Source: an optimization exercise on an open RTL-to-GDS flow (aim: small area). Production flows keep margins and buffers that such runs may drop.
Only simulation tests tie the RTL to the original design; equivalence was not proved.
No run shown here takes its clock network from TritonCTS; it comes from the design's own scripts or RTL.
No driver is modelled on the clock port, so clock power and skew are understated where the tree is cut down; a real chip needs a root buffer or a tree.
No activity file was given, so power comes from the tool's default toggle rates.

## design.v

```verilog
module fifo_one_clk (rst, clk, write_data, write_req, read_req,
                     fifo_empty, fifo_full, more10, head, top, ovf_write, ovf_read, ovf_alloc);
input         rst, clk;
input  [7:0]  write_data;
input         write_req;    
input         read_req;     
output        fifo_empty, fifo_full;
output        more10;       
output [7:0]  head;         
output [7:0]  top;          
output        ovf_write;    
output        ovf_read;     
output        ovf_alloc;    
reg [79:0]  mem;
reg [3:0]   cnt;
assign fifo_empty = (cnt == 4'd0);
assign fifo_full  = (cnt == 4'd15);
wire write_to_fifo = write_req & !fifo_full;
wire eq10 = (cnt == 4'd10);
assign more10 = (cnt > 4'd10);
wire [3:0] tg;
assign tg[0] = write_to_fifo ^ read_req;
assign tg[1] = tg[0] & (cnt[0] ~^ write_to_fifo);
assign tg[2] = tg[1] & (cnt[1] ~^ write_to_fifo);
assign tg[3] = tg[2] & (cnt[2] ~^ write_to_fifo);
always @(posedge clk or negedge rst)
	if (!rst)
		cnt <= 4'd0;
	else
		cnt <= cnt ^ tg;
assign ovf_write = write_to_fifo & (more10 | (eq10 & !read_req));
assign ovf_read  = read_req & more10;
assign ovf_alloc = write_to_fifo & eq10 & !read_req;
always @(posedge clk)
	if (write_to_fifo)
		mem <= {mem[71:0], write_data};
assign top = mem[72 +: 8];
reg [7:0] rd;
integer k;
always @(*) begin
	rd = 8'd0;
	for (k = 0; k < 10; k = k + 1)
		rd = rd | (mem[k*8 +: 8] & {8{cnt == k + 1}});
end
assign head = rd;
endmodule
module switch(rst,clk,write_data_0, write_data_1,dest_0,dest_1,write_req_0, write_req_1,
data_ack_0, data_ack_1, read_data_0, read_data_1,read_data_valid_0, read_data_valid_1,source_add_0, source_add_1,
 configuration_address,configuration_data,configuration_data_valid);
input               rst,clk;
input       [7:0]   write_data_0, write_data_1;
input       [2:0]   dest_0, dest_1;
input               write_req_0, write_req_1;
output reg          data_ack_0, data_ack_1;
output reg  [7:0]   read_data_0, read_data_1;
output reg          read_data_valid_0, read_data_valid_1;
output reg          source_add_0, source_add_1;
input       [3:0]   configuration_address;
input       [7:0]   configuration_data;
input               configuration_data_valid;
reg [7:0] map;
reg       strict_rount, prioritized;
reg       last_read_out_0, last_read_out_1;
wire fifo_dest_0 = map[dest_0];
wire fifo_dest_1 = map[dest_1];
wire [3:0] empty, full, more10, rd, wreq, ovf_write, ovf_read, ovf_alloc;
wire [7:0] head0, head1, head2, head3;
wire [7:0] top0, top1, top2, top3;
assign wreq[0] = write_req_0 & !fifo_dest_0;
assign wreq[1] = write_req_0 &  fifo_dest_0;
assign wreq[2] = write_req_1 & !fifo_dest_1;
assign wreq[3] = write_req_1 &  fifo_dest_1;
always @(posedge clk or negedge rst)
	if (!rst) begin
		map          <= 8'b1111_0000;
		strict_rount <= 1'b1;
		prioritized  <= 1'b0;
	end else if (configuration_data_valid)
		case (configuration_address)
			0 : map <= configuration_data;
			1: {strict_rount, prioritized} <= configuration_data[1:0];
		endcase
always @(posedge clk or negedge rst)
	if (!rst) begin
		data_ack_0 <= 1'b0;
		data_ack_1 <= 1'b0;
	end else begin
		data_ack_0 <= write_req_0 & !(fifo_dest_0 ? full[1] : full[0]);
		data_ack_1 <= write_req_1 & !(fifo_dest_1 ? full[3] : full[2]);
	end
wire next_0 = strict_rount ? prioritized : !last_read_out_0;
wire next_1 = strict_rount ? prioritized : !last_read_out_1;
assign rd[0] = !empty[0] & (empty[2] | !next_0);
assign rd[2] = !empty[2] & (empty[0] |  next_0);
assign rd[1] = !empty[1] & (empty[3] | !next_1);
assign rd[3] = !empty[3] & (empty[1] |  next_1);
always @(posedge clk or negedge rst)
	if (!rst) begin
		read_data_valid_0 <= 1'b0;
		read_data_valid_1 <= 1'b0;
		last_read_out_0   <= 1'b0;
		last_read_out_1   <= 1'b0;
	end else begin
		read_data_valid_0 <= rd[0] | rd[2];
		read_data_valid_1 <= rd[1] | rd[3];
		if (read_data_valid_0) last_read_out_0 <= source_add_0;
		if (read_data_valid_1) last_read_out_1 <= source_add_1;
	end
reg  [39:0] mem_a, mem_b;
reg  [2:0]  cnt_a, cnt_b;
reg  [1:0]  own_a, own_b;
wire        busy_a = (cnt_a != 3'd0);
wire        busy_b = (cnt_b != 3'd0);
wire [3:0] grant_a, grant_b;
assign grant_a[0] = ovf_alloc[0] & !busy_a;
assign grant_a[1] = ovf_alloc[1] & !busy_a & !ovf_alloc[0];
assign grant_a[2] = ovf_alloc[2] & !busy_a & !(|ovf_alloc[1:0]);
assign grant_a[3] = ovf_alloc[3] & !busy_a & !(|ovf_alloc[2:0]);
assign grant_b    = ovf_alloc & ~grant_a;
wire [3:0] is_a = {busy_a & own_a == 2'd3, busy_a & own_a == 2'd2,
                   busy_a & own_a == 2'd1, busy_a & own_a == 2'd0};
wire [3:0] is_b = {busy_b & own_b == 2'd3, busy_b & own_b == 2'd2,
                   busy_b & own_b == 2'd1, busy_b & own_b == 2'd0};
wire [3:0] wr_a_q = ovf_write & (is_a | grant_a);
wire [3:0] wr_b_q = ovf_write & (is_b | grant_b);
wire wr_a = |wr_a_q;
wire wr_b = |wr_b_q;
wire rd_a = |(ovf_read & is_a);
wire rd_b = |(ovf_read & is_b);
reg [7:0] wd_a, wd_b;
always @(*) begin
	case (busy_a ? own_a : {grant_a[3] | grant_a[2], grant_a[3] | grant_a[1]})
		2'd0: wd_a = top0;
		2'd1: wd_a = top1;
		2'd2: wd_a = top2;
		default: wd_a = top3;
	endcase
	case (busy_b ? own_b : {grant_b[3] | grant_b[2], grant_b[3] | grant_b[1]})
		2'd0: wd_b = top0;
		2'd1: wd_b = top1;
		2'd2: wd_b = top2;
		default: wd_b = top3;
	endcase
end
wire [2:0] tg_a, tg_b;
assign tg_a[0] = wr_a ^ rd_a;
assign tg_a[1] = tg_a[0] & (cnt_a[0] ~^ wr_a);
assign tg_a[2] = tg_a[1] & (cnt_a[1] ~^ wr_a);
assign tg_b[0] = wr_b ^ rd_b;
assign tg_b[1] = tg_b[0] & (cnt_b[0] ~^ wr_b);
assign tg_b[2] = tg_b[1] & (cnt_b[1] ~^ wr_b);
always @(posedge clk or negedge rst)
	if (!rst) begin
		cnt_a <= 3'd0;
		cnt_b <= 3'd0;
	end else begin
		cnt_a <= cnt_a ^ tg_a;
		cnt_b <= cnt_b ^ tg_b;
	end
always @(posedge clk) begin
	if (|grant_a) own_a <= {grant_a[3] | grant_a[2], grant_a[3] | grant_a[1]};
	if (|grant_b) own_b <= {grant_b[3] | grant_b[2], grant_b[3] | grant_b[1]};
	if (wr_a) mem_a <= {mem_a[31:0], wd_a};
	if (wr_b) mem_b <= {mem_b[31:0], wd_b};
end
reg [7:0] head_a, head_b;
integer k;
always @(*) begin
	head_a = 8'd0;
	head_b = 8'd0;
	for (k = 0; k < 5; k = k + 1) begin
		head_a = head_a | (mem_a[k*8 +: 8] & {8{cnt_a == k + 1}});
		head_b = head_b | (mem_b[k*8 +: 8] & {8{cnt_b == k + 1}});
	end
end
wire [3:0] rd_p  = rd & ~more10;
wire       rd_a0 = rd_a & !own_a[0];
wire       rd_a1 = rd_a &  own_a[0];
wire       rd_b0 = rd_b & !own_b[0];
wire       rd_b1 = rd_b &  own_b[0];
always @(posedge clk) begin
	source_add_0 <= rd[2];
	source_add_1 <= rd[3];
	read_data_0  <= (head0 & {8{rd_p[0]}}) | (head2 & {8{rd_p[2]}}) |
	                (head_a & {8{rd_a0}}) | (head_b & {8{rd_b0}});
	read_data_1  <= (head1 & {8{rd_p[1]}}) | (head3 & {8{rd_p[3]}}) |
	                (head_a & {8{rd_a1}}) | (head_b & {8{rd_b1}});
end
fifo_one_clk FIFO_IN0_OUT0 (.rst(rst), .clk(clk), .write_data(write_data_0),
	.write_req(wreq[0]), .read_req(rd[0]),
	.fifo_empty(empty[0]), .fifo_full(full[0]), .more10(more10[0]), .head(head0), .top(top0),
	.ovf_write(ovf_write[0]), .ovf_read(ovf_read[0]), .ovf_alloc(ovf_alloc[0]));
fifo_one_clk FIFO_IN0_OUT1 (.rst(rst), .clk(clk), .write_data(write_data_0),
	.write_req(wreq[1]), .read_req(rd[1]),
	.fifo_empty(empty[1]), .fifo_full(full[1]), .more10(more10[1]), .head(head1), .top(top1),
	.ovf_write(ovf_write[1]), .ovf_read(ovf_read[1]), .ovf_alloc(ovf_alloc[1]));
fifo_one_clk FIFO_IN1_OUT0 (.rst(rst), .clk(clk), .write_data(write_data_1),
	.write_req(wreq[2]), .read_req(rd[2]),
	.fifo_empty(empty[2]), .fifo_full(full[2]), .more10(more10[2]), .head(head2), .top(top2),
	.ovf_write(ovf_write[2]), .ovf_read(ovf_read[2]), .ovf_alloc(ovf_alloc[2]));
fifo_one_clk FIFO_IN1_OUT1 (.rst(rst), .clk(clk), .write_data(write_data_1),
	.write_req(wreq[3]), .read_req(rd[3]),
	.fifo_empty(empty[3]), .fifo_full(full[3]), .more10(more10[3]), .head(head3), .top(top3),
	.ovf_write(ovf_write[3]), .ovf_read(ovf_read[3]), .ovf_alloc(ovf_alloc[3]));
endmodule
```

## flow/run.sh

```bash
#!/bin/bash
# ORFS layout as the standard.sh does it, with these changes:
#  - synthesis maps the logic with an area-oriented ABC script
#  - a plain two-level clock tree (flow/clock_tree.tcl) in place of TritonCTS
#  - no timing repair at floorplan (REMOVE_ABC_BUFFERS): later stages repair
#    timing with placement in hand
#  - port buffers of the smallest buffer cell
# Each tool's output is in standard.log and in the ORFS logs under orfs/logs.
set -e
export AREA_ABC_SCRIPT=$PWD/flow/area.abc
export FLOW_SYNTH_TCL=$PWD/synth_recipe.tcl
export PRE_CTS_TCL=$PWD/flow/clock_tree.tcl
export CLK_GROUP=16
export CLK_LEAF=sky130_fd_sc_hd__clkbuf_8
export CLK_ROOT=sky130_fd_sc_hd__clkbuf_16
export REMOVE_ABC_BUFFERS=1
export BUFFER_PORTS_ARGS="-buffer_cell sky130_fd_sc_hd__buf_1"
sed "s#SYNTH_SCRIPT=[^ ]*#SYNTH_SCRIPT=$PWD/flow/synth_abc.tcl#" standard.sh > standard_area.sh
bash standard_area.sh > standard.log 2>&1
```

## flow/area.abc

```
&get -n
&st
&dch
&nf -R 1000 -p -C 32 -F 10 -A 10
&put
topo
```

## flow/clock_tree.tcl

```tcl
# Loaded by cts.tcl (PRE_CTS_TCL): replaces TritonCTS with a plain two-level
# clock tree, one leaf buffer per compact group of sinks and one root buffer.
proc build_clock_tree {} {
  set group_size [expr {[info exists ::env(CLK_GROUP)] ? $::env(CLK_GROUP) : 24}]
  set leaf_cell  [expr {[info exists ::env(CLK_LEAF)] ? $::env(CLK_LEAF) : "sky130_fd_sc_hd__clkbuf_8"}]
  set root_cell  [expr {[info exists ::env(CLK_ROOT)] ? $::env(CLK_ROOT) : "sky130_fd_sc_hd__clkbuf_16"}]
  set db [ord::get_db]
  set block [ord::get_db_block]
  set clk_net [$block findNet clk]
  set sinks {}
  foreach it [$clk_net getITerms] {
    set inst [$it getInst]
    set bb [$inst getBBox]
    set x [expr {([$bb xMin] + [$bb xMax]) / 2}]
    set y [expr {([$bb yMin] + [$bb yMax]) / 2}]
    lappend sinks [list $x $y $it]
  }
  set n [llength $sinks]
  set ngroups [expr {int(ceil(double($n) / $group_size))}]
  # columns x rows of groups, about square
  set ncols [expr {int(ceil(sqrt($ngroups)))}]
  set nrows [expr {int(ceil(double($ngroups) / $ncols))}]
  set sinks [lsort -integer -index 0 $sinks]
  set per_col [expr {int(ceil(double($n) / $ncols))}]
  set groups {}
  for {set c 0} {$c < $ncols} {incr c} {
    set col [lrange $sinks [expr {$c * $per_col}] [expr {($c + 1) * $per_col - 1}]]
    if {[llength $col] == 0} continue
    set col [lsort -integer -index 1 $col]
    set nr [expr {int(ceil(double([llength $col]) / $group_size))}]
    set per_row [expr {int(ceil(double([llength $col]) / $nr))}]
    for {set r 0} {$r < $nr} {incr r} {
      set g [lrange $col [expr {$r * $per_row}] [expr {($r + 1) * $per_row - 1}]]
      if {[llength $g]} { lappend groups $g }
    }
  }
  # refine the groups: a few rounds of capacity-limited nearest-centre
  # assignment (balanced k-means), so that each group is compact
  set k [llength $groups]
  set cap [expr {int(ceil(double($n) / $k)) + 1}]
  set centres {}
  foreach g $groups {
    set cx 0; set cy 0
    foreach s $g { set cx [expr {$cx + [lindex $s 0]}]; set cy [expr {$cy + [lindex $s 1]}] }
    lappend centres [list [expr {$cx / [llength $g]}] [expr {$cy / [llength $g]}]]
  }
  for {set iter 0} {$iter < 12} {incr iter} {
    set pairs {}
    for {set si 0} {$si < $n} {incr si} {
      set s [lindex $sinks $si]
      for {set ci 0} {$ci < $k} {incr ci} {
        set c [lindex $centres $ci]
        lappend pairs [list [expr {abs([lindex $s 0] - [lindex $c 0]) + abs([lindex $s 1] - [lindex $c 1])}] $si $ci]
      }
    }
    set pairs [lsort -integer -index 0 $pairs]
    set assigned [lrepeat $n -1]
    set counts [lrepeat $k 0]
    set left $n
    foreach p $pairs {
      lassign $p d si ci
      if {[lindex $assigned $si] >= 0 || [lindex $counts $ci] >= $cap} continue
      lset assigned $si $ci
      lset counts $ci [expr {[lindex $counts $ci] + 1}]
      incr left -1
      if {$left == 0} break
    }
    set groups {}
    for {set ci 0} {$ci < $k} {incr ci} { lappend groups {} }
    for {set si 0} {$si < $n} {incr si} {
      set ci [lindex $assigned $si]
      lset groups $ci [concat [lindex $groups $ci] [list [lindex $sinks $si]]]
    }
    set centres {}
    set ng {}
    foreach g $groups {
      if {[llength $g] == 0} continue
      lappend ng $g
      set cx 0; set cy 0
      foreach s $g { set cx [expr {$cx + [lindex $s 0]}]; set cy [expr {$cy + [lindex $s 1]}] }
      lappend centres [list [expr {$cx / [llength $g]}] [expr {$cy / [llength $g]}]]
    }
    set groups $ng
    set k [llength $groups]
  }
  set leaf_master [$db findMaster $leaf_cell]
  set root_master [$db findMaster $root_cell]
  set root_net [odb::dbNet_create $block clknet_root]
  $root_net setSigType CLOCK
  set i 0
  set sx 0; set sy 0
  foreach g $groups {
    set cx 0; set cy 0
    foreach s $g { incr cx [lindex $s 0]; incr cy [lindex $s 1] }
    set cx [expr {$cx / [llength $g]}]
    set cy [expr {$cy / [llength $g]}]
    set buf [odb::dbInst_create $block $leaf_master clkbuf_leaf_$i]
    set net [odb::dbNet_create $block clknet_leaf_$i]
    $net setSigType CLOCK
    foreach s $g {
      set it [lindex $s 2]
      $it disconnect
      $it connect $net
    }
    [$buf findITerm X] connect $net
    [$buf findITerm A] connect $root_net
    $buf setLocation $cx $cy
    $buf setPlacementStatus PLACED
    incr sx $cx; incr sy $cy
    incr i
  }
  set root [odb::dbInst_create $block $root_master clkbuf_root]
  [$root findITerm A] connect $clk_net
  [$root findITerm X] connect $root_net
  $root setLocation [expr {$sx / $i}] [expr {$sy / $i}]
  $root setPlacementStatus PLACED
  puts "clock tree: $n sinks, $i leaf buffers ($leaf_cell), root $root_cell"
}

rename clock_tree_synthesis ""
proc clock_tree_synthesis {args} {
  build_clock_tree
  set_propagated_clock [all_clocks]
}
```

## flow/synth_abc.tcl

```tcl
# The standard synthesis script, with Yosys's abc pass given an
# area-oriented ABC script (flow/area.abc) in place of ORFS's speed script.
# Only the combinational mapping changes; the registers are the same.
proc abc {args} {
  set i [lsearch $args -script]
  if {$i >= 0} { lset args [expr {$i+1}] $::env(AREA_ABC_SCRIPT) }
  puts "abc: $args"
  yosys abc {*}$args
}
source $::env(FLOW_SYNTH_TCL)
```

## standard.sh

```bash
#!/bin/bash
# synth_recipe.tcl (not shown) runs the flow's synth.tcl, then flattens the netlist and writes it again
# the make line also repeats each setting of config.mk as NAME=value (left out here)
make -C /OpenROAD-flow-scripts/flow DESIGN_CONFIG=/design/flow/config.mk WORK_HOME=/design/flow/orfs CLKGATE_MAP_FILE= SYNTH_SCRIPT=/design/flow/synth_recipe.tcl "${@:-finish}"
```

## config.mk

```make
export PLATFORM = sky130hd
export DESIGN_NAME = switch
export DESIGN_NICKNAME = switch
export VERILOG_FILES = /design/flow/design.v
export SDC_FILE = /design/flow/constraint.sdc
export NUM_CORES = 4
export LEC_CHECK = 0
export CAP_MARGIN = 20
export CORE_MARGIN = 2
export CORE_UTILIZATION = 70
export PLACE_DENSITY = 0.8
export SLEW_MARGIN = 20
```

## constraint.sdc

```tcl
create_clock -name core_clock -period 5.0 [get_ports {clk}]
set_input_delay 1.0000 -clock core_clock [delete_from_list [all_inputs] [get_ports {clk}]]
set_output_delay 1.0000 -clock core_clock [all_outputs]
set_load 0.01 [all_outputs]
```

==> impl.org, run 1 <==
** Run status
- The run finished with no timing, DRC or antenna violations.

** Global routing
- Largest net degree at the start of global routing :: 84
- The total overflow left after global routing is 0.
- Global-route track usage on met2 :: 48.41%
- Global Route met3 Usage :: 4.391%
- Global routing used 49.10% of the available met1 tracks.
- The first global-routing pass estimated 62.18 mm of wire.
- Total routing resource utilization after global routing :: 31.50%
- Vias in the first global route :: 10136
- In this run the most used layer during global routing was met1.
- The number of antenna violations at the first check in global routing was 0.

** Synth
- Sequential elements use 77.33% of the synthesized area.
- Fraction of synthesis flops using an asynchronous set or reset pin :: 8.261%
- Syn_area_per_cell :: 16.74 um^2
- Counting flops and latches in the post-synthesis netlist gives 460.
- Gate count after technology mapping :: 1039
- Leading register cell type out of synthesis :: sky130_fd_sc_hd__edfxtp_1
- Post-synth cell types :: 39
- Warnings from Yosys :: 2
- Yosys mapped a number of flops with a built-in enable equal to 404.
- Syn Std Cell Area :: 0.01739 mm^2

** CTS
- For this design, the CTS-stage hold fixing added 0 buffers.
- Clock-pin slew was measured on the worst setup and hold paths at 0.10 ns.
- Post-CTS Setup Bufs :: 0
- Number of instances resized during post-cts repair :: 0
- For the worst-skew pair, the clock arrives at the later sink with an insertion delay of 0.55 ns.

** Routing
- The first detailed-routing pass ran for 9 iterations.
- Once detail routing completed, the nets flagged for antenna violations numbered 0.
- For this block, the routed nets add up to 41.10 mm of wire.
- Across all layers, the routed design uses 10807 vias.
- Number of remaining DRC errors :: 0
- In the final routed layout, each cell accounts on average for 27.69 um.
- The first routing iteration left 2134 violations.
- Vias per cell :: 7.282

** Timing
- At the pin with the least slew margin, the transition time is 1.151 ns.
- Setup Skew :: 0.02923 ns
- Setup total negative slack on the finished layout was measured at 0 ns.
- In this run the tightest slew margin relative to its limit is 22.69%.
- F_max :: 234.9 MHz
- Of the available clock period, the critical path in the final layout requires 85.15%.
- The worst path needs 4.258 ns of the cycle, external delays included.
- Endpoints failing hold :: 0
- Final hold analysis gives a worst-case slack of 0.4381 ns.
- The final count of pins violating max slew came to 0.
- RSZ-0062 raised after global routing :: no
- Final setup violating endpoints :: 0

** Floorplan
- The floorplan step defined a die boundary enclosing 0.02612 mm^2.
- In this run the standard cell core region covers 0.02439 mm^2.
- The die is 161.6 um tall.
- Number of I/O pins :: 61
- Once the floorplan was initialized, standard cells occupied 71.31% of the core.
- Number of rows created at floorplan :: 57
- The die is 161.6 um wide.

** Pwr
- Power share of the combinational group :: 29.5%
- In this run the power density over the cells is 573.1 mW/mm^2.
- For this design the total switching power over the nets is 0.003852 W.
- Of the total power, the share spent switching nets is 35.88%.
- The share of total power dissipated in the clock network is 15.0%.
- In this run the static leakage power is 6.112 nW.
- Internal power contribution :: 0.006885 W
- The worst-case IR drop observed on VDD is 0.0003692 V.
- Part of the total power dissipated in sequential elements :: 55.6%

** Cells and area
- Total inserted antenna cells :: 0
- Fraction of final layout cells with drive strength greater than 1 :: 6.724%
- P&R area growth vs syn :: 7.726%
- The net count of the finished layout is 1201.
- After the flow finishes, the layout carries non-filler instances totaling 1484.
- Core occupancy in the finished layout :: 76.82%
- After routing the design area is 0.01874 mm^2.

** Critical path
- The worst setup path is launched from a primary input.
- Worst EP required :: 5.40 ns
- Data arrives at the worst endpoint at 4.66 ns.
- Crit path kind :: in -> reg
- In this run the worst path has a maximum fanout of 4.
- The worst setup path is captured at a flop.

** Place
- During placement, the flow inserted port buffers numbering 60.
- After detailed placement, the total cell area comes to 0.01828 mm^2.
- Hpwl dp :: 29.35 mm
- GP Congestion :: 0.9500
- Cell Count Post-Placement :: 1452

** Run
- Maxcap violations :: 0

** Hold path
- Min-delay worst type :: reg -> reg
cell usage in the layout (no fill, tap or decap), drive strengths merged, types with 4 or more instances in the layout:
cell type  Yosys  routed
a21oi         34      34
o21ai         19      19
a21boi        34      34
dfxtp         18      18
edfxtp       404     404
xnor2         20      20
and2           5       5
nor2          42      42
nand2b        18      18
mux4           4       4
nor3          34      34
nor3b          8       8
a22oi         17      17
dfstp          5       5
xor2          14      14
clkinv        10       7
or2            5       5
buf            0      90
nor4           9       9
a222oi       128     128
nand2         96      96
mux2          12      12
nor2b          6       6
dfrtp         33      33
a31oi         35      35
clkbuf         0      31
nand3          6       6
synth_stat cells, types with 10 or more instances:
master	count	area, um^2
sky130_fd_sc_hd__edfxtp_1	404	12130
sky130_fd_sc_hd__a222oi_1	128	1281
sky130_fd_sc_hd__nand2_1	96	360.4
sky130_fd_sc_hd__nor2_1	42	157.7
sky130_fd_sc_hd__a31oi_1	35	219.0
sky130_fd_sc_hd__a21boi_0	34	255.2
sky130_fd_sc_hd__a21oi_1	34	170.2
sky130_fd_sc_hd__nor3_1	34	170.2
sky130_fd_sc_hd__dfrtp_1	33	825.8
sky130_fd_sc_hd__xnor2_1	20	175.2
sky130_fd_sc_hd__o21ai_0	19	95.09
sky130_fd_sc_hd__dfxtp_1	18	360.4
sky130_fd_sc_hd__nand2b_1	18	112.6
sky130_fd_sc_hd__a22oi_1	17	127.6
sky130_fd_sc_hd__xor2_1	14	122.6
sky130_fd_sc_hd__mux2_1	12	135.1
sky130_fd_sc_hd__clkinv_1	10	37.54
metal layers:
metal | share of wire [%] | routed length, um
met5 | 0 | 0
met4 | 3.3 | 1355
met3 | 11 | 4621
met2 | 46 | 18710
met1 | 40 | 16410
worst max-delay path: stages:
cell and delay [ns]:
sky130_fd_sc_hd__buf_1 0.15, sky130_fd_sc_hd__mux4_2 0.51, sky130_fd_sc_hd__mux2i_1 0.38, sky130_fd_sc_hd__nand3_1 0.23, sky130_fd_sc_hd__inv_2 0.11, sky130_fd_sc_hd__o21ai_0 0.16, sky130_fd_sc_hd__nor3_1 0.24, sky130_fd_sc_hd__buf_4 0.15
sky130_fd_sc_hd__nand3_1 0.10, sky130_fd_sc_hd__nand2_1 0.14, sky130_fd_sc_hd__nand2_1 0.11, sky130_fd_sc_hd__nor4_1 0.64, sky130_fd_sc_hd__and2_0 0.26, sky130_fd_sc_hd__nor3b_1 0.23, sky130_fd_sc_hd__a31oi_1 0.09, sky130_fd_sc_hd__xnor2_1 0.15
final timing paths:
check                                           from                   end  slack (ns)  cells past startpoint
worst max-delay path                       dest_1[0]              cnt_b[2]        0.74                     16
worst min register to register             mem_b[11]             mem_b[19]        0.44                      0
min in group asynchronous                        rst  FIFO_IN0_OUT0.cnt[1]        0.59                      1
worst max register to register  FIFO_IN0_OUT0.cnt[0]              cnt_b[2]        0.93                     11
worst min-delay path                       mem_b[11]             mem_b[19]        0.44                      0
max in group asynchronous                        rst              cnt_b[2]        3.79                      1
power groups by stage:
stage               Sequential, W  Clock, W  Combinational (W)
floorplan                 0.00582         0            0.00190
global placement          0.00596         0            0.00301
detailed placement        0.00603         0            0.00307
CTS                       0.00595   0.00163            0.00308
global route              0.00606   0.00174            0.00337
finish                    0.00597   0.00161            0.00316
sequential cells by signal, summed over array words and instances (netlist names), 2 cells and up:
signal / cells
FIFO_IN0_OUT0.mem: 80
mem_a: 40
cnt_b: 3
own_a: 2
cnt_a: 3
FIFO_IN0_OUT1.cnt: 4
FIFO_IN1_OUT0.cnt: 4
FIFO_IN1_OUT0.mem: 80
FIFO_IN0_OUT0.cnt: 4
read_data_0: 8
FIFO_IN1_OUT1.cnt: 4
own_b: 2
FIFO_IN1_OUT1.mem: 80
FIFO_IN0_OUT1.mem: 80
map: 8
read_data_1: 8
mem_b: 40
per-stage QoR:
stage / setup WS, ns / total power [W]
finish: 0.7423 / 0.01074
global route: 0.3918 / 0.01117
CTS: 0.7866 / 0.01065
detailed placement: 0.2537 / 0.009094
global placement: 0.3991 / 0.008968
floorplan: -4.454 / 0.007716
logic make-up (layout without fill, tap and decap cells):
| logic type | after synthesis | count (layout) | synth area share [%] |
|---|---|---|---|
| simple gates | 245 | 245 | 6.748 |
| buf+inv | 10 | 131 | 0.2158 |
| mux | 18 | 18 | 1.410 |
| xor+xnor | 34 | 34 | 1.712 |
| compound gates | 272 | 272 | 12.59 |
| flops | 460 | 460 | 77.33 |
final cells by class:
class | count | area (um^2)
plain buffers | 31 | 437.9
multi-input cells | 569 | 3940
repair buffers | 90 | 466.7
inverters | 10 | 37.54
flip-flops and latches | 460 | 13450
fillers | 1421 | 5654
well taps | 324 | 405.4
==> run 2, diff against run 1 <==
==> flow/area.abc (replaced) <==
&get -n
&st
&dch
&nf -R 100 -p -C 32 -F 10 -A 10
&put
topo
==> run 2 against run 1 <==
Synthesized cell count about the same; hold slack worse by 0.011 ns; setup slack improved by 0.064 ns; register-to-register slack worse by 0.11 ns; wire length grew 3.6%; critical endpoint unchanged; largest power group unchanged.
==> impl.org, run 2 <==
** Cells and area
- Sequential cell area in the final layout :: 0.01345 mm^2
- Cells fill 76.96% of the core in the end.
- P&R area growth vs syn :: 7.928%
- 0 antenna diodes ended up in the layout.
- Fraction of final layout cells with drive strength greater than 1 :: 6.995%
- The layout has 1449 filler cells.
- Leading cell types in the layout, fill and taps excluded :: 404 x sky130_fd_sc_hd__edfxtp_1, 128 x sky130_fd_sc_hd__a222oi_1, 97 x sky130_fd_sc_hd__nand2_1
- In the final design database the tool counted 1199 nets.
- Most common cell after layout, fill and taps aside :: sky130_fd_sc_hd__edfxtp_1
- Area occupied by multi-input gates :: 0.003959 mm^2

** Synth
- The biggest area contributor in the post-synthesis netlist is sky130_fd_sc_hd__edfxtp_1.
- Fraction of synthesized area in multiplexers :: 1.468%
- By count the netlist is led by 404 x sky130_fd_sc_hd__edfxtp_1, 128 x sky130_fd_sc_hd__a222oi_1, 97 x sky130_fd_sc_hd__nand2_1, 38 x sky130_fd_sc_hd__nor2_1, 36 x sky130_fd_sc_hd__a21oi_1.
- Sequential cell area fraction in the yosys report :: 77.33%
- Gate count after technology mapping :: 1038
- Of the post-synthesis cell area, the dominant cell type holds 69.76%.
- After Yosys synthesis, full adders, half adders and majority gates account for 0% of the synthesized area.
- Synthesis inferred 460 register bits.
- Fraction of synthesis flops using an asynchronous set or reset pin :: 8.261%
- Among all flip-flop cells after synthesis, the most frequent one is sky130_fd_sc_hd__edfxtp_1.
- The number of different library cells used by synthesis comes to 39.
- Syn_area_per_cell :: 16.75 um^2
- Most common cell in the netlist :: sky130_fd_sc_hd__edfxtp_1
- By area the synthesized netlist is led by sky130_fd_sc_hd__edfxtp_1 70%, sky130_fd_sc_hd__a222oi_1 7.4%, sky130_fd_sc_hd__dfrtp_1 4.7%.
- Yosys printed 2 warnings.
- The synthesized netlist devotes 6.712% of its cell area to simple gates.
- Summing the areas of all compound-gate instances in the mapped netlist gives 12.61% of the synthesized area.
- After Yosys synthesis, XOR and XNOR cells account for 1.662% of the synthesized area.
- Number of enable-type register cells in the synthesized netlist :: 404
- Largest family of logic cells by synthesized area :: compound AO/OA/AOI/OAI gates
- Syn Std Cell Area :: 0.01739 mm^2

** Routing
- Using the TritonRoute via totals, the vias-per-cell ratio works out to 7.371.
- Detailed routing inserted a total of 10924 vias.
- In this run the remaining antenna-violating nets after routing total 0.
- In the final routed layout, each cell accounts on average for 28.73 um.
- For this run, the detailed router's first-pass iteration total came to 10.
- Final Routed Wirelength :: 42.58 mm
- Number of remaining DRC errors :: 0
- First-iteration detailed-routing DRC count :: 2383

** Critical path
- Data on the critical path arrives at its endpoint at 4.64 ns.
- The number of cells on the worst reg-to-reg path is 12.
- Along the worst path, the maximum fanout reaches 84.
- The endpoint identified for the worst register-to-register timing path is cnt_b[2].
- In this run the critical register-to-register path is launched from FIFO_IN1_OUT0.cnt[0].
- Startpoint of the worst setup timing path :: dest_0[0]
- The worst setup path is launched from a primary input.
- Following the worst setup path forward leads to its endpoint at cnt_b[2].
- Setup crit end kind :: flop
- Worst EP required :: 5.45 ns
- By startpoint and endpoint, the worst setup path is classified as in -> reg.
- Across all register-to-register paths, the minimum setup slack is 0.82 ns.

** Floorplan
- 61 I/O pins were placed.
- Y dimension of the die :: 161.6 um
- Once the floorplan was initialized, standard cells occupied 71.30% of the core.
- In this run the horizontal extent of the chip is 161.6 um.
- The floorplan has 57 rows.
- Floorplan Core Area :: 0.02439 mm^2
- Area of the die :: 0.02612 mm^2

** Timing
- Setup violations remaining at the end of the flow were counted as 0.
- Transition time at the pin with the least slew margin :: 1.134 ns
- Setup ws final :: 0.8063 ns
- Count of pins over their slew limit :: 0
- Worst slew margin relative to its limit :: 23.78%
- Endpoints failing hold :: 0
- The worst path uses 83.87% of the clock period.
- For the final database, setup skew stands at 0.03726 ns.
- Final critical path time including I/O delays and setup :: 4.194 ns
- Derived from the worst setup path, the maximum achievable clock frequency is 238.5 MHz.
- RSZ-0062 raised after global routing :: no

** Global routing
- Number of antenna violations at the first check in global routing :: 0
- The number of global-route vias before repair is 10116.
- Global routing used 32.24% of the available tracks across all layers.
- Final global-route overflow total :: 0
- The first global-routing pass estimated 62.87 mm of wire.
- Entering global routing, the biggest net connects 85 pins.

** Place
- Port Buf Inserts :: 60
- GP Congestion :: 0.9729
- OpenSTA, run right after detailed placement, puts the worst setup slack at 0.2258 ns.
- Detailed placement finished with a half-perimeter wire length of 30.05 mm.

** Hold path
- Min-delay worst type :: reg -> reg

** Pwr
- Worst supply voltage drop on vdd :: 0.0003566 V
- For this design the static power due to leakage is 6.132 nW.
- For this design the ratio of total power to cell area is 572.1 mW/mm^2.

** Run
- Max-cap violations in this run came to 0.

** CTS
- Post-CTS Setup Bufs :: 0
- Clock edge transition at the registers on the reported setup and hold paths :: 0.10 ns
- Hold repair after CTS inserted 0 buffers.
- The later pin in the worst-skew pair is clocked with a latency of 0.56 ns.
- The number of gates resized after CTS was 0.

** Run status
- Run status :: timing/DRC/antenna clean
run 2: cell types whose count changed after synthesis, moves of 2 or more:
cell,before,now
sky130_fd_sc_hd__nor2_1,42,38
sky130_fd_sc_hd__xnor2_1,20,17
sky130_fd_sc_hd__a21oi_1,34,36
sky130_fd_sc_hd__xor2_1,14,16
run 2: metal layers:
layer	global-route usage, %	share of wire, %
met3	2.979	11
met1	50.31	39
met4	12.51	4.8
met2	48.58	45
met5	0	0
run 2: cells by family after synthesis:
group                  Yosys count
buffers and inverters           10
AO/OA/AOI/OAI                  273
AND/OR/NAND/NOR                243
XOR/XNOR                        33
multiplexers                    19
flip-flops                     460
run 2: how the worst min path moves through the flow:
stage / from / end / depth (start not counted)
2_1_floorplan: FIFO_IN0_OUT0.mem[14] / FIFO_IN0_OUT0.mem[22] / 0
3_3_place_gp: FIFO_IN0_OUT1.mem[68] / FIFO_IN0_OUT1.mem[76] / 0
3_5_place_dp: FIFO_IN1_OUT1.mem[17] / FIFO_IN1_OUT1.mem[25] / 0
4_1_cts: FIFO_IN0_OUT1.mem[56] / FIFO_IN0_OUT1.mem[64] / 0
5_1_grt: FIFO_IN0_OUT1.mem[56] / FIFO_IN0_OUT1.mem[64] / 0
6_report: FIFO_IN0_OUT1.mem[56] / FIFO_IN0_OUT1.mem[64] / 0
run 2: per-stage QoR:
step	hold slack, ns	cells	power (W)	cell area (um^2)	setup TNS [ns]
after floorplan	0.4211	1038	0.007679	17390	-550.26
after global placement	0.4226	1451	0.008956	18300	0
after detailed placement	0.4312	1451	0.009095	18310	0
after CTS	0.4313	1482	0.01065	18750	0
after global routing	0.4384	1482	0.01112	18770	0
final	0.4274	1482	0.01074	18770	0
run 2: area by class of cell:
cell class	count	area share (%)
tap	324	2.160
inverter	10	0.2000
timing repair buffer	89	2.566
multi-input combinational	568	21.09
sequential	460	71.65
buffer	31	2.333
run 2: power breakdown:
part,switching [W],leakage (nW),internal (W)
Combinational,0.00213,1.53,0.00103
Clock,0.00104,0.228,0.000566
Sequential,0.000703,4.37,0.00528
Total,0.00387,6.13,0.00687
run 2: critical path, cell delays in order:
cell and delay [ns]:
sky130_fd_sc_hd__buf_1 0.15, sky130_fd_sc_hd__mux4_2 0.52, sky130_fd_sc_hd__mux2i_1 0.31, sky130_fd_sc_hd__nand2_1 0.15, sky130_fd_sc_hd__a41oi_4 0.19, sky130_fd_sc_hd__buf_4 0.82
sky130_fd_sc_hd__a21boi_0 0.35, sky130_fd_sc_hd__nor4_1 0.24, sky130_fd_sc_hd__or4_1 0.14, sky130_fd_sc_hd__nor4_1 0.08, sky130_fd_sc_hd__and2_0 0.21, sky130_fd_sc_hd__nor3b_1 0.15
sky130_fd_sc_hd__a31oi_1 0.19, sky130_fd_sc_hd__xnor2_1 0.13
==> run 3, diff against run 2 <==
==> flow/area.abc (replaced) <==
&get -n
&st
&dch
&nf -R 1000 -p -C 32 -F 10 -A 10
&put
topo
--- a/config.mk
+++ b/config.mk
@@ -7,3 +7,3 @@
 export LEC_CHECK = 0
-export CAP_MARGIN = 20
+export CAP_MARGIN = 0
 export CORE_MARGIN = 2
@@ -11,2 +11,2 @@
 export PLACE_DENSITY = 0.8
-export SLEW_MARGIN = 20
+export SLEW_MARGIN = 0
==> run 3 against run 2 <==
Maximum frequency decreased by 1.6%; critical path depth is 2 higher; register-to-register slack better by 0.03 ns; flip-flop and latch count stayed put; first-iteration DRC count fell by 3.9%; clock skew down 0.0058 ns; sequential power about the same; critical path type unchanged; wire length is 3.2% lower; cell area is 0.37% lower; clock power barely moved; still clean; via count decreased by 1.1%.
==> impl.org, run 3 <==
** CTS
- The clock reaches the later pin of the worst-skew pair after 0.56 ns.
- Post-CTS timing repair inserted 0 buffers for setup.
- After clock tree synthesis, the repair step resized 0 gates.
- The number of hold buffers added after CTS was 0.
- Clock edge transition at the registers on the reported setup and hold paths :: 0.11 ns

** Timing
- The tightest hold path in the finished design has a slack of 0.4393 ns.
- Setup Skew :: 0.03142 ns
- Summed negative setup slack over all endpoints :: 0 ns
- Final critical path time including I/O delays and setup :: 4.264 ns
- RSZ-0062 raised after global routing :: no
- Endpoints failing hold :: 0
- Count of pins over their slew limit :: 0
- Setup violations remaining at the end of the flow were counted as 0.
- F_max :: 234.5 MHz
- Of the available clock period, the critical path in the final layout requires 85.28%.
- In the post-route analysis, the smallest setup slack over all paths is 0.7362 ns.
- Headroom to the max-slew limit came out at 11.95%.
- Transition time at the pin with the least slew margin :: 1.311 ns

** Run
- Max-cap violations in this run came to 0.

** Floorplan
- In this run the core area contains 57 standard-cell rows.
- Floorplan Core Area :: 0.02439 mm^2
- Area of the die :: 0.02612 mm^2
- 61 I/O pins were placed.
- From bottom edge to top edge, the die measures 161.6 um.
- Measured along the x axis, the die boundary spans 161.6 um.
- For this configuration, the core starts out at a cell density of 71.31%.

** Synth
- After technology mapping, the gate count stands at 1039.
- In the synthesized netlist the dominant register cell turns out to be sky130_fd_sc_hd__edfxtp_1.
- After synthesis, the share of flip-flops with an asynchronous set or reset is 8.261%.
- Warnings from Yosys :: 2
- After synthesis, flip-flops and latches occupy 77.33% of the total area.
- Post-synth cell types :: 39
- Portion of synthesized cell area occupied by the leading cell type :: 69.75%
- Syn Std Cell Area :: 0.01739 mm^2
- After synthesis the netlist holds a flip-flop and latch count of 460.
- By area the synthesized netlist is led by sky130_fd_sc_hd__edfxtp_1 70%, sky130_fd_sc_hd__a222oi_1 7.4%, sky130_fd_sc_hd__dfrtp_1 4.7%.
- A synthesized cell averages 16.74 um^2.
- Number of enable-type register cells in the synthesized netlist :: 404
- By instance count, the leading cell after synthesis is sky130_fd_sc_hd__edfxtp_1.
- Summed over all instances, the cell type with the most area after synthesis is sky130_fd_sc_hd__edfxtp_1.
- Most used standard cells in the synthesized netlist :: 404 x sky130_fd_sc_hd__edfxtp_1, 128 x sky130_fd_sc_hd__a222oi_1, 96 x sky130_fd_sc_hd__nand2_1, 42 x sky130_fd_sc_hd__nor2_1, 35 x sky130_fd_sc_hd__a31oi_1

** Global routing
- Number of antenna violations at the first check in global routing :: 2
- Largest net degree at the start of global routing :: 84
- For this run the aggregate overflow at the end of global routing stands at 0.
- Total routing resource utilization after global routing :: 31.68%
- The number of global-route vias before repair came to 10202.
- The first global-routing pass estimated 62.41 mm of wire.

** Critical path
- Data arrives at the worst endpoint at 4.68 ns.
- The critical path is of the in -> reg type.
- The worst setup path is captured at a flop.
- Worst EP required :: 5.41 ns
- Depth of the worst register-to-register path :: 11
- In this run the worst path has a maximum fanout of 4.
- STA classifies the critical path startpoint as a primary input.

** Routing
- Final Routed Wirelength :: 41.21 mm
- Number of remaining DRC errors :: 0
- The count of nets left with antenna violations once routing finished came out at 0.
- Vias per cell :: 7.299
- Routed length per instance :: 27.85 um
- The detailed router finished its first iteration with 2290 violations.
- Number of vias in the routed layout :: 10802
- Drt first pass iters :: 10

** Hold path
- Along the worst hold path, the cell count comes to 0.
- The worst hold path belongs to the class reg -> reg.

** Pwr
- VDD sags by at most 0.0003613 V.
- For this design the ratio of total power to cell area is 574.6 mW/mm^2.
- Post-layout power :: 0.01075 W
- In this run the static leakage power is 6.087 nW.

** Cells and area
- Net count of the finished layout :: 1197
- In the layout the commonest cells are 404 x sky130_fd_sc_hd__edfxtp_1, 128 x sky130_fd_sc_hd__a222oi_1, 96 x sky130_fd_sc_hd__nand2_1.
- Most common cell after layout, fill and taps aside :: sky130_fd_sc_hd__edfxtp_1
- P&R area growth vs syn :: 7.525%
- Once layout is complete, the utilization of the core stands at 76.67%.
- The repair_antennas step left the layout with diodes totalling 0.
- Fraction of final layout cells with drive strength greater than 1 :: 6.142%

** Place
- Hpwl dp :: 29.44 mm
- Post-Place Setup Slack :: 0.3020 ns
- GP Congestion :: 0.9500
- Port Buf Inserts :: 60

** Run status
- The flow ran to the end and the layout has no timing, DRC or antenna violations.
==> run 3: cell types whose count changed in the layout (fill, tap and decap cells not counted), moves of 2 or more <==
cell                      delta
sky130_fd_sc_hd__nor3b_2     -3
sky130_fd_sc_hd__a21oi_1     -2
sky130_fd_sc_hd__nor3b_1     +4
sky130_fd_sc_hd__buf_4       -2
sky130_fd_sc_hd__nor2_1      +4
sky130_fd_sc_hd__nor3_2      -4
sky130_fd_sc_hd__xnor2_1     +3
sky130_fd_sc_hd__nor3_1      +4
sky130_fd_sc_hd__xor2_1      -2
==> run 3: power breakdown <==
| part | internal (W) | switching [W] | total, W |
|---|---|---|---|
| Clock | 0.000566 | 0.00106 | 0.00163 |
| Sequential | 0.00528 | 0.000673 | 0.00596 |
| Combinational | 0.00103 | 0.00213 | 0.00316 |
==> run 3: routing by layer <==
metal	track usage (%)	wire, um	vias up
li1	-	-	4617
met1	49.63	16250	5350
met2	48.62	18800	752
met3	3.955	4786	83
met4	8.528	1368	0
met5	0	0	-
==> run 3: area by class of cell <==
| cell class | count | area (um^2) |
|---|---|---|
| Fill cell | 1418 | 5689 |
| Buffer | 31 | 437.9 |
| Sequential cell | 460 | 13450 |
| Timing Repair Buffer | 86 | 446.7 |
| Multi-Input combinational cell | 569 | 3925 |
| Inverter | 10 | 37.54 |
| Tap cell | 324 | 405.4 |
==> run 3: final timing paths <==
check                      slack (ns)                     to             startpoint
max                              0.74               cnt_b[2]              dest_1[0]
max reg2reg                      0.85               cnt_b[2]   FIFO_IN0_OUT0.cnt[0]
max in group asynchronous        3.69               cnt_b[2]                    rst
min in group asynchronous        0.63             data_ack_0                    rst
min reg2reg                      0.44  FIFO_IN0_OUT0.mem[74]  FIFO_IN0_OUT0.mem[66]
min                              0.44  FIFO_IN0_OUT0.mem[74]  FIFO_IN0_OUT0.mem[66]
==> run 3: cells by family (layout without fill, tap and decap cells) <==
logic type	Yosys count	in the layout	share of synthesized area, %
xor+xnor	34	34	1.712
flops	460	460	77.33
mux	18	18	1.410
compound gates	272	272	12.59
simple gates	245	245	6.748
buf+inv	10	127	0.2158
==> run 3: worst max-delay path, cell delays in order <==
cell	delay (ns)
sky130_fd_sc_hd__buf_1	0.15
sky130_fd_sc_hd__mux4_2	0.51
sky130_fd_sc_hd__mux2i_1	0.35
sky130_fd_sc_hd__nand3_1	0.22
sky130_fd_sc_hd__inv_2	0.11
sky130_fd_sc_hd__o21ai_0	0.16
sky130_fd_sc_hd__nor3_1	0.23
sky130_fd_sc_hd__buf_4	0.15
sky130_fd_sc_hd__nand3_1	0.10
sky130_fd_sc_hd__nand2_1	0.14
sky130_fd_sc_hd__nand2_1	0.11
sky130_fd_sc_hd__nor4_1	0.72
sky130_fd_sc_hd__and2_0	0.27
sky130_fd_sc_hd__nor3b_1	0.22
sky130_fd_sc_hd__a31oi_1	0.08
sky130_fd_sc_hd__xnor2_1	0.15
==> run 3: metrics by stage <==
step	std cells	area (um^2)
floorplan	1039	17390
global placement	1449	18260
detailed placement	1449	18260
CTS	1480	18700
global route	1480	18700
finish	1480	18700
==> run 4, diff against run 3 <==
--- a/config.mk
+++ b/config.mk
@@ -7,6 +7,6 @@
 export LEC_CHECK = 0
-export CAP_MARGIN = 0
+export CAP_MARGIN = 20
 export CORE_MARGIN = 2
-export CORE_UTILIZATION = 70
-export PLACE_DENSITY = 0.8
-export SLEW_MARGIN = 0
+export CORE_UTILIZATION = 60
+export PLACE_DENSITY = 0.7
+export SLEW_MARGIN = 20
==> run 4 against run 3 <==
Still clean on timing, DRC and antenna; critical path depth down 2; via count about the same; register-to-register slack better by 0.22 ns; largest cell class unchanged; largest power group unchanged.
==> impl.org, run 4 <==
** Pwr
- Net switching is 35.86% of the power.
- Worst supply voltage drop on vdd :: 0.0003011 V
- Part of the total power dissipated in sequential elements :: 55.2%
- Leak Pwr :: 6.157 nW
- Combinational cells account for 29.7% of the total power.
- Relative contribution of the clock network to total power :: 15.1%
- Psw :: 0.003863 W
- Internal power contribution :: 0.006909 W
- Cell Pwr Density :: 570.4 mW/mm^2

** Global routing
- Summed over all layers, the global routing overflow is 0.
- Global routing used 27.10% of the available tracks.
- Entering global routing, the biggest net connects 84 pins.
- Number of antenna violations at the first check in global routing :: 0
- Wire length of the first global-routing pass :: 62.63 mm
- The number of global-route vias before repair came to 10152.

** Synth
- In the synthesized netlist the async set-or-reset flop fraction comes to 8.261%.
- Syn_area_per_cell :: 16.74 um^2
- Most area-hungry cell type in the Yosys netlist :: sky130_fd_sc_hd__edfxtp_1
- The synthesized design devotes to its leading area cell type 69.75% of total area.
- In this run, synthesis inferred 404 flip-flops with an integrated enable.
- The synthesized design contains 460 register bits.
- Gate count after technology mapping :: 1039
- By area the synthesized netlist is led by sky130_fd_sc_hd__edfxtp_1 70%, sky130_fd_sc_hd__a222oi_1 7.4%, sky130_fd_sc_hd__dfrtp_1 4.7%.
- Syn Std Cell Area :: 0.01739 mm^2
- Warnings from Yosys :: 2
- Sequential cell area fraction in the yosys report :: 77.33%
- Post-synth cell types :: 39
- Ranked by instance count, the synthesized netlist is headed by 404 x sky130_fd_sc_hd__edfxtp_1, 128 x sky130_fd_sc_hd__a222oi_1, 96 x sky130_fd_sc_hd__nand2_1, 42 x sky130_fd_sc_hd__nor2_1, 35 x sky130_fd_sc_hd__a31oi_1.
- Leading register cell type out of synthesis :: sky130_fd_sc_hd__edfxtp_1
- Most common cell in the netlist :: sky130_fd_sc_hd__edfxtp_1

** Place
- Detailed placement ended at an HPWL of 29.16 mm.
- Port buffering added 60 buffers.
- GP Congestion :: 0.8846
- Cell Count Post-Placement :: 1519
- After detailed placement, the total cell area comes to 0.01844 mm^2.

** Floorplan
- The floorplan step set the die height to 174.3 um.
- Floorplan Core Area :: 0.02863 mm^2
- Starting utilization of the core area :: 60.76%
- Area of the die :: 0.03037 mm^2
- Pin placement for this block handled 61 I/O pins.
- In this run the core area contains 62 standard-cell rows.
- In this run the horizontal extent of the chip is 174.3 um.

** Timing
- Worst slew margin relative to its limit :: 21.80%
- F_max :: 244.2 MHz
- Counting I/O delays and the setup requirement, the final critical path takes 4.095 ns.
- Final setup violating endpoints :: 0
- The worst path uses 81.89% of the clock period.
- For the final database, setup skew stands at 0.02243 ns.
- The final count of pins violating max slew is 0.
- RSZ-0062 raised after global routing :: no
- The number of hold violations in the final report was 0.
- At the pin with the least slew margin, the transition time is 1.170 ns.

** Critical path
- Cell chain of the critical path :: buf_1 > mux4_2 > mux2i_1 > nand3_1 > inv_2 > o21ai_0 > nor3_1 > nand3_1 > nand2_1 > nand2_1 > a21boi_0 > nor2b_1 > a222oi_1 > nand2_1
- Cell with the biggest individual delay on the critical path :: sky130_fd_sc_hd__nor2b_1
- Number of buffer and inverter stages on the critical path :: 2
- Of all nets on the critical path, the largest fanout is 8.
- Setup crit end kind :: flop
- The largest single stage delay on the critical path is 0.61 ns.
- Critical Path Most Common Cell :: sky130_fd_sc_hd__nand2_1
- Worst EP required :: 5.41 ns
- Worst Path Arrival :: 4.51 ns
- The most critical setup path has its startpoint at dest_1[0].
- Startpoint of the most critical register-to-register path :: FIFO_IN1_OUT1.cnt[1]
- In this design, the largest share of critical-path delay is due to simple AND/OR/NAND/NOR gates.
- Crit path kind :: in -> reg
- Kind of launch point of the worst setup path :: primary input

** Run status
- Run status :: timing/DRC/antenna clean

** Cells and area
- 0 antenna diodes ended up in the layout.
- Number of filler instances in the final layout :: 2025
- P&R area growth vs syn :: 8.575%
- The finished cells cover 0.01888 mm^2.
- Sequential cell area in the final layout :: 0.01345 mm^2
- Fraction of final layout cells with drive strength greater than 1 :: 7.277%
- Most common cell after layout, fill and taps aside :: sky130_fd_sc_hd__edfxtp_1
- Leading cell types in the layout, fill and taps excluded :: 404 x sky130_fd_sc_hd__edfxtp_1, 128 x sky130_fd_sc_hd__a222oi_1, 96 x sky130_fd_sc_hd__nand2_1
- Final instance count without filler cells :: 1552
- Area occupied by multi-input gates :: 0.003935 mm^2
- At the end of the flow, the number of nets in the layout was 1209.

** Hold path
- Min-delay worst type :: reg -> reg
- Critical hold path startpoint :: FIFO_IN1_OUT0.mem[30]

** CTS
- Number of instances resized during post-cts repair :: 0
- Clock edge transition at the registers on the reported setup and hold paths :: 0.10 ns
- Insertion delay of the later-clocked pin in the worst-skew pair :: 0.56 ns
- Cts-stage hold buffer count :: 0
- Post-CTS Setup Bufs :: 0

** Routing
- Number of vias in the routed layout :: 10794
- After detailed routing, the number of vias per cell comes to 6.955.
- For this block, the initial DRC count from the detailed router was 1990.
- Number of remaining DRC errors :: 0
- Final Routed Wirelength :: 42.00 mm
- After detailed routing, the average wire length per cell comes to 27.06 um.
- The first detailed-routing pass ran for 8 iterations.
- Once detail routing completed, the nets flagged for antenna violations numbered 0.

** Run
- Maxcap violations :: 0
-- run 4: layout make-up --
cell class | count | area share (%)
repair buffers | 98 | 2.882
well taps | 384 | 2.544
inverters | 10 | 0.1988
plain buffers | 31 | 2.319
multi-input cells | 569 | 20.84
flip-flops and latches | 460 | 71.22
-- run 4: power by group through the flow --
stage | Sequential, W | Clock (W) | Combinational [W]
floorplan | 0.00582 | 0 | 0.00190
global placement | 0.00596 | 0 | 0.00309
detailed placement | 0.00602 | 0 | 0.00313
CTS | 0.00594 | 0.00166 | 0.00314
global route | 0.00604 | 0.00179 | 0.00343
finish | 0.00595 | 0.00163 | 0.00320
-- run 4: final timing paths --
path                                              end  slack [ns]  cells past startpoint
worst min-delay path            FIFO_IN1_OUT0.mem[38]        0.44                      0
worst max register to register               mem_b[6]        1.07                     14
worst max-delay path                         mem_b[0]        0.91                     14
max in group asynchronous        FIFO_IN1_OUT0.cnt[2]        4.11                      2
min in group asynchronous                      map[3]        0.50                      2
worst min register to register  FIFO_IN1_OUT0.mem[38]        0.44                      0
-- run 4: layer usage --
metal	global-route usage (%)	part of all wire (%)	vias up
met1	42.14	42	5430
met4	7.003	3.0	0
met5	0	0	-
met3	3.871	10	80
li1	-	-	4634
met2	40.97	45	650
-- run 4: stage by stage --
stage	TNS (ns)	util (%)	power [W]	setup slack [ns]	hold slack (ns)
finish	0	65.97	0.01077	0.9055	0.4352
global route	0	65.97	0.01125	0.5410	0.4532
CTS	0	65.94	0.01074	0.8978	0.4468
detailed placement	0	64.41	0.009150	0.3646	0.4327
global placement	0	64.37	0.009050	0.4652	0.4243
floorplan	-558.32	-	0.007716	-4.454	0.4211
-- run 4: cells by family (layout without fill, tap and decap cells) --
kind of cell	after synthesis	count (layout)	synth area share [%]
AO/OA/AOI/OAI	272	272	12.59
XOR/XNOR	34	34	1.712
buffers and inverters	10	139	0.2158
flip-flops	460	460	77.33
multiplexers	18	18	1.410
AND/OR/NAND/NOR	245	245	6.748
==> run 5, diff against run 4 <==
--- a/design.v
+++ b/design.v
@@ -1,3 +1,4 @@
 module fifo_one_clk (rst, clk, write_data, write_req, read_req,
-                     fifo_empty, fifo_full, more10, head, top, ovf_write, ovf_read, ovf_alloc);
+                     fifo_empty, fifo_full, more10, last, top,
+                     ovf_write, ovf_read, ovf_take, ovf_ghost);
 input         rst, clk;
@@ -8,3 +9,3 @@
 output        more10;       
-output [7:0]  head;         
+output [7:0]  last;         
 output [7:0]  top;          
@@ -12,3 +13,4 @@
 output        ovf_read;     
-output        ovf_alloc;    
+output        ovf_take;     
+output        ovf_ghost;    
 reg [79:0]  mem;
@@ -32,3 +34,4 @@
 assign ovf_read  = read_req & more10;
-assign ovf_alloc = write_to_fifo & eq10 & !read_req;
+assign ovf_take  = write_to_fifo & eq10;
+assign ovf_ghost = write_to_fifo & eq10 & read_req;
 always @(posedge clk)
@@ -42,5 +45,5 @@
 	for (k = 0; k < 10; k = k + 1)
-		rd = rd | (mem[k*8 +: 8] & {8{cnt == k + 1}});
-end
-assign head = rd;
+		rd = rd | (mem[k*8 +: 8] & {8{cnt == k}});
+end
+assign last = rd;
 endmodule
@@ -54,3 +57,3 @@
 output reg          data_ack_0, data_ack_1;
-output reg  [7:0]   read_data_0, read_data_1;
+output      [7:0]   read_data_0, read_data_1;
 output reg          read_data_valid_0, read_data_valid_1;
@@ -65,4 +68,4 @@
 wire fifo_dest_1 = map[dest_1];
-wire [3:0] empty, full, more10, rd, wreq, ovf_write, ovf_read, ovf_alloc;
-wire [7:0] head0, head1, head2, head3;
+wire [3:0] empty, full, more10, rd, wreq, ovf_write, ovf_read, ovf_take, ovf_ghost;
+wire [7:0] last0, last1, last2, last3;
 wire [7:0] top0, top1, top2, top3;
@@ -114,7 +117,7 @@
 wire [3:0] grant_a, grant_b;
-assign grant_a[0] = ovf_alloc[0] & !busy_a;
-assign grant_a[1] = ovf_alloc[1] & !busy_a & !ovf_alloc[0];
-assign grant_a[2] = ovf_alloc[2] & !busy_a & !(|ovf_alloc[1:0]);
-assign grant_a[3] = ovf_alloc[3] & !busy_a & !(|ovf_alloc[2:0]);
-assign grant_b    = ovf_alloc & ~grant_a;
+assign grant_a[0] = ovf_take[0] & !busy_a;
+assign grant_a[1] = ovf_take[1] & !busy_a & !ovf_take[0];
+assign grant_a[2] = ovf_take[2] & !busy_a & !(|ovf_take[1:0]);
+assign grant_a[3] = ovf_take[3] & !busy_a & !(|ovf_take[2:0]);
+assign grant_b    = ovf_take & ~grant_a;
 wire [3:0] is_a = {busy_a & own_a == 2'd3, busy_a & own_a == 2'd2,
@@ -123,6 +126,6 @@
                    busy_b & own_b == 2'd1, busy_b & own_b == 2'd0};
-wire [3:0] wr_a_q = ovf_write & (is_a | grant_a);
-wire [3:0] wr_b_q = ovf_write & (is_b | grant_b);
-wire wr_a = |wr_a_q;
-wire wr_b = |wr_b_q;
+wire wr_a = |(ovf_write & (is_a | grant_a));
+wire wr_b = |(ovf_write & (is_b | grant_b));
+wire sh_a = wr_a | (|(ovf_ghost & grant_a));
+wire sh_b = wr_b | (|(ovf_ghost & grant_b));
 wire rd_a = |(ovf_read & is_a);
@@ -162,20 +165,24 @@
 	if (|grant_b) own_b <= {grant_b[3] | grant_b[2], grant_b[3] | grant_b[1]};
-	if (wr_a) mem_a <= {mem_a[31:0], wd_a};
-	if (wr_b) mem_b <= {mem_b[31:0], wd_b};
-end
-reg [7:0] head_a, head_b;
+	if (sh_a) mem_a <= {mem_a[31:0], wd_a};
+	if (sh_b) mem_b <= {mem_b[31:0], wd_b};
+end
+reg [7:0] last_a, last_b;
 integer k;
 always @(*) begin
-	head_a = 8'd0;
-	head_b = 8'd0;
+	last_a = 8'd0;
+	last_b = 8'd0;
 	for (k = 0; k < 5; k = k + 1) begin
-		head_a = head_a | (mem_a[k*8 +: 8] & {8{cnt_a == k + 1}});
-		head_b = head_b | (mem_b[k*8 +: 8] & {8{cnt_b == k + 1}});
-	end
-end
-wire [3:0] rd_p  = rd & ~more10;
-wire       rd_a0 = rd_a & !own_a[0];
-wire       rd_a1 = rd_a &  own_a[0];
-wire       rd_b0 = rd_b & !own_b[0];
-wire       rd_b1 = rd_b &  own_b[0];
+		last_a = last_a | (mem_a[k*8 +: 8] & {8{cnt_a == k}});
+		last_b = last_b | (mem_b[k*8 +: 8] & {8{cnt_b == k}});
+	end
+end
+wire gh_a0 = |(ovf_ghost & grant_a & 4'b0101);
+wire gh_a1 = |(ovf_ghost & grant_a & 4'b1010);
+wire gh_b0 = |(ovf_ghost & grant_b & 4'b0101);
+wire gh_b1 = |(ovf_ghost & grant_b & 4'b1010);
+wire rd_a0 = rd_a & !own_a[0];
+wire rd_a1 = rd_a &  own_a[0];
+wire rd_b0 = rd_b & !own_b[0];
+wire rd_b1 = rd_b &  own_b[0];
+reg  in_ovf_0, in_ovf_1, ovf_b_0, ovf_b_1;
 always @(posedge clk) begin
@@ -183,23 +190,29 @@
 	source_add_1 <= rd[3];
-	read_data_0  <= (head0 & {8{rd_p[0]}}) | (head2 & {8{rd_p[2]}}) |
-	                (head_a & {8{rd_a0}}) | (head_b & {8{rd_b0}});
-	read_data_1  <= (head1 & {8{rd_p[1]}}) | (head3 & {8{rd_p[3]}}) |
-	                (head_a & {8{rd_a1}}) | (head_b & {8{rd_b1}});
-end
+	in_ovf_0     <= rd_a0 | rd_b0 | gh_a0 | gh_b0;
+	in_ovf_1     <= rd_a1 | rd_b1 | gh_a1 | gh_b1;
+	ovf_b_0      <= rd_b0 | gh_b0;
+	ovf_b_1      <= rd_b1 | gh_b1;
+end
+assign read_data_0 = in_ovf_0 ? (ovf_b_0 ? last_b : last_a) : (source_add_0 ? last2 : last0);
+assign read_data_1 = in_ovf_1 ? (ovf_b_1 ? last_b : last_a) : (source_add_1 ? last3 : last1);
 fifo_one_clk FIFO_IN0_OUT0 (.rst(rst), .clk(clk), .write_data(write_data_0),
 	.write_req(wreq[0]), .read_req(rd[0]),
-	.fifo_empty(empty[0]), .fifo_full(full[0]), .more10(more10[0]), .head(head0), .top(top0),
-	.ovf_write(ovf_write[0]), .ovf_read(ovf_read[0]), .ovf_alloc(ovf_alloc[0]));
+	.fifo_empty(empty[0]), .fifo_full(full[0]), .more10(more10[0]), .last(last0), .top(top0),
+	.ovf_write(ovf_write[0]), .ovf_read(ovf_read[0]),
+	.ovf_take(ovf_take[0]), .ovf_ghost(ovf_ghost[0]));
 fifo_one_clk FIFO_IN0_OUT1 (.rst(rst), .clk(clk), .write_data(write_data_0),
 	.write_req(wreq[1]), .read_req(rd[1]),
-	.fifo_empty(empty[1]), .fifo_full(full[1]), .more10(more10[1]), .head(head1), .top(top1),
-	.ovf_write(ovf_write[1]), .ovf_read(ovf_read[1]), .ovf_alloc(ovf_alloc[1]));
+	.fifo_empty(empty[1]), .fifo_full(full[1]), .more10(more10[1]), .last(last1), .top(top1),
+	.ovf_write(ovf_write[1]), .ovf_read(ovf_read[1]),
+	.ovf_take(ovf_take[1]), .ovf_ghost(ovf_ghost[1]));
 fifo_one_clk FIFO_IN1_OUT0 (.rst(rst), .clk(clk), .write_data(write_data_1),
 	.write_req(wreq[2]), .read_req(rd[2]),
-	.fifo_empty(empty[2]), .fifo_full(full[2]), .more10(more10[2]), .head(head2), .top(top2),
-	.ovf_write(ovf_write[2]), .ovf_read(ovf_read[2]), .ovf_alloc(ovf_alloc[2]));
+	.fifo_empty(empty[2]), .fifo_full(full[2]), .more10(more10[2]), .last(last2), .top(top2),
+	.ovf_write(ovf_write[2]), .ovf_read(ovf_read[2]),
+	.ovf_take(ovf_take[2]), .ovf_ghost(ovf_ghost[2]));
 fifo_one_clk FIFO_IN1_OUT1 (.rst(rst), .clk(clk), .write_data(write_data_1),
 	.write_req(wreq[3]), .read_req(rd[3]),
-	.fifo_empty(empty[3]), .fifo_full(full[3]), .more10(more10[3]), .head(head3), .top(top3),
-	.ovf_write(ovf_write[3]), .ovf_read(ovf_read[3]), .ovf_alloc(ovf_alloc[3]));
+	.fifo_empty(empty[3]), .fifo_full(full[3]), .more10(more10[3]), .last(last3), .top(top3),
+	.ovf_write(ovf_write[3]), .ovf_read(ovf_read[3]),
+	.ovf_take(ovf_take[3]), .ovf_ghost(ovf_ghost[3]));
 endmodule
--- a/config.mk
+++ b/config.mk
@@ -9,4 +9,4 @@
 export CORE_MARGIN = 2
-export CORE_UTILIZATION = 60
-export PLACE_DENSITY = 0.7
+export CORE_UTILIZATION = 70
+export PLACE_DENSITY = 0.8
 export SLEW_MARGIN = 20
==> run 5 against run 4 <==
Sequential power shrank 2%; synthesized area decreased by 0.94%; largest cell class unchanged; utilization increased by 11 points; synthesized cell count increased by 1.9%; highest routed layer is now met5; critical path type is now reg -> out; final cell count decreased by 2.4%; sequential share of layout area decreased by 0.54 points; die area decreased by 15%; hold slack gained 0.0041 ns.
==> impl.org, run 5 <==
** Run status
- The flow ran to the end and the layout has no timing, DRC or antenna violations.

** Synth
- Summed over its instances, the top area cell type makes up 70.41% of the synthesized netlist area.
- Number of enable-type register cells in the synthesized netlist :: 404
- The cell count after synthesis came out at 1059.
- Sequential cell area fraction in the yosys report :: 76.67%
- During synthesis, Yosys emitted a total of 2 warnings.
- Yosys reg bits :: 448
- The portion of synthesized area spent on multiplexers is 1.489%.
- Top area cells in the synthesized netlist :: sky130_fd_sc_hd__edfxtp_1 70%, sky130_fd_sc_hd__a222oi_1 7.4%, sky130_fd_sc_hd__dfrtp_1 4.8%
- After Yosys synthesis, and, or, nand and nor cells account for 8.214% of the synthesized area.
- A synthesized cell averages 16.27 um^2.
- For this run, asynchronously set or reset flops after synthesis account for 8.482%.
- Post-synthesis adder-cell area fraction :: 0%

** Timing
- Transition time at the pin with the least slew margin :: 1.130 ns
- Measured against its own limit, the worst slew margin works out to 24.53%.
- RSZ-0062 raised after global routing :: no
- Final critical-path share of the clock period :: 90.12%
- Setup Skew :: 0.02150 ns

** Cells and area
- The top cell types in the final layout, fill and taps aside, are 404 x sky130_fd_sc_hd__edfxtp_1, 137 x sky130_fd_sc_hd__nand2_1, 128 x sky130_fd_sc_hd__a222oi_1.
- The repair_antennas step left the layout with diodes totalling 0.

** Critical path
- Worst Path Arrival :: 3.51 ns
- Among cell families on the critical path, the largest total delay comes from compound AO/OA/AOI/OAI gates.
- In this run the critical register-to-register path is captured at mem_b[1].
- Cell chain of the critical path :: nor3b_1 > a222oi_1 > nand2_1 > a21oi_1 > o21ai_0 > nand2_1 > o21ai_0 > buf_1
- Depth of the worst register-to-register path :: 13
- Number of buffer and inverter stages on the critical path :: 1
- At the worst endpoint, the required time is 4.00 ns.
- Delay of the slowest cell on the worst path :: 0.86 ns
- The worst setup path is captured at an output pin.

** CTS
- Clock-pin slew was measured on the worst setup and hold paths at 0.09 ns.
- Post-CTS Setup Bufs :: 0
- Cts-stage hold buffer count :: 0
- Number of instances resized during post-cts repair :: 0

** Global routing
- Total routing resource utilization after global routing :: 32.99%

** Routing
- In this run the remaining antenna-violating nets after routing total 0.
- For this run, design rule violations remaining after detail routing come to 0.
- After detailed routing, the number of vias per cell comes to 7.279.
- Number of vias in the routed layout :: 11021

** Floorplan
- Floorplan Core Area :: 0.02425 mm^2
- Area of the die :: 0.02588 mm^2
- The floorplan has 57 rows.
- Y dimension of the die :: 160.9 um

** Place
- Hpwl dp :: 30.44 mm
- Before CTS, the worst setup slack after placement is 0.2927 ns.
- GP Congestion :: 1.017
- Placed cell area :: 0.01824 mm^2

** Hold path
- The worst hold path begins at mem_b[13].
- Worst hold path cell count :: 0

** Pwr
- Across the VDD grid, the largest voltage drop is 0.0003966 V.
run 5: cell types whose count changed after synthesis, sizes merged, moves of 9 or more:
cell and change:
a31oi -32, o21ai +17, nand2 +41, nand4 +18, dfxtp -12, a22oi -9
a21boi -33, a41oi +18
run 5: per-layer routing:
layer / wire [um] / track usage [%]
met5: 9 / 0
met3: 4617 / 4.390
met2: 20290 / 52.42
met1: 16450 / 49.11
met4: 1514 / 10.11
run 5: logic make-up after synthesis:
kind of cell,count (synthesis)
XOR/XNOR,38
AO/OA/AOI/OAI,240
buffers and inverters,9
multiplexers,19
flip-flops,448
AND/OR/NAND/NOR,305
run 5: layout make-up:
cell class,instances,share of cell area [%]
Sequential cell,448,70.68
Timing Repair Buffer,100,2.952
Tap cell,324,2.169
Buffer,31,2.343
Inverter,9,0.1808
Multi-Input combinational cell,602,21.68
run 5: worst reg2reg max path, stage by stage, from the launching register on:
cell,delay [ns]
sky130_fd_sc_hd__dfrtp_1,0.42
sky130_fd_sc_hd__mux4_2,0.46
sky130_fd_sc_hd__mux2_1,0.37
sky130_fd_sc_hd__nand2_1,0.17
sky130_fd_sc_hd__a41oi_4,0.05
sky130_fd_sc_hd__and2_0,0.25
sky130_fd_sc_hd__a21oi_1,0.34
sky130_fd_sc_hd__nand3_1,0.27
sky130_fd_sc_hd__nand2b_1,0.30
sky130_fd_sc_hd__nand2_1,0.11
sky130_fd_sc_hd__a21boi_0,0.32
sky130_fd_sc_hd__nor2b_1,0.55
sky130_fd_sc_hd__a222oi_1,0.23
sky130_fd_sc_hd__nand2_1,0.11
run 5: worst max path at each step:
stage	start	endpoint	slack (ns)	depth (start not counted)
detailed placement	dest_0[0]	mem_b[1]	0.29	14
global route	cnt_a[1]	read_data_1[5]	0.29	8
global placement	dest_0[0]	cnt_b[2]	0.37	16
CTS	cnt_a[1]	read_data_1[5]	0.61	8
finish	cnt_a[1]	read_data_1[5]	0.49	8
floorplan	dest_0[0]	mem_a[0]	-4.02	12
run 5: where the power goes:
group	switching (W)	internal, W	total, W
Combinational	0.00221	0.00112	0.00334
Sequential	0.000745	0.00510	0.00584
Clock	0.00103	0.000565	0.00159
run 5: per-stage QoR:
stage	total power (W)	setup TNS, ns	utilization, %
after floorplan	0.007624	-487.86	-
after global placement	0.008980	0	75.22
after detailed placement	0.009143	0	75.22
after CTS	0.01068	0	77.03
after global routing	0.01120	0	77.07
final	0.01077	0	77.07

Check on run 5: ideal ports give 0.494 ns setup slack; a clkbuf_16 on the clock port and buf_2 on the inputs give 0.446 ns; moving port delays by the midpoint clock arrival (0.587 ns) as well gives 0.087 ns.
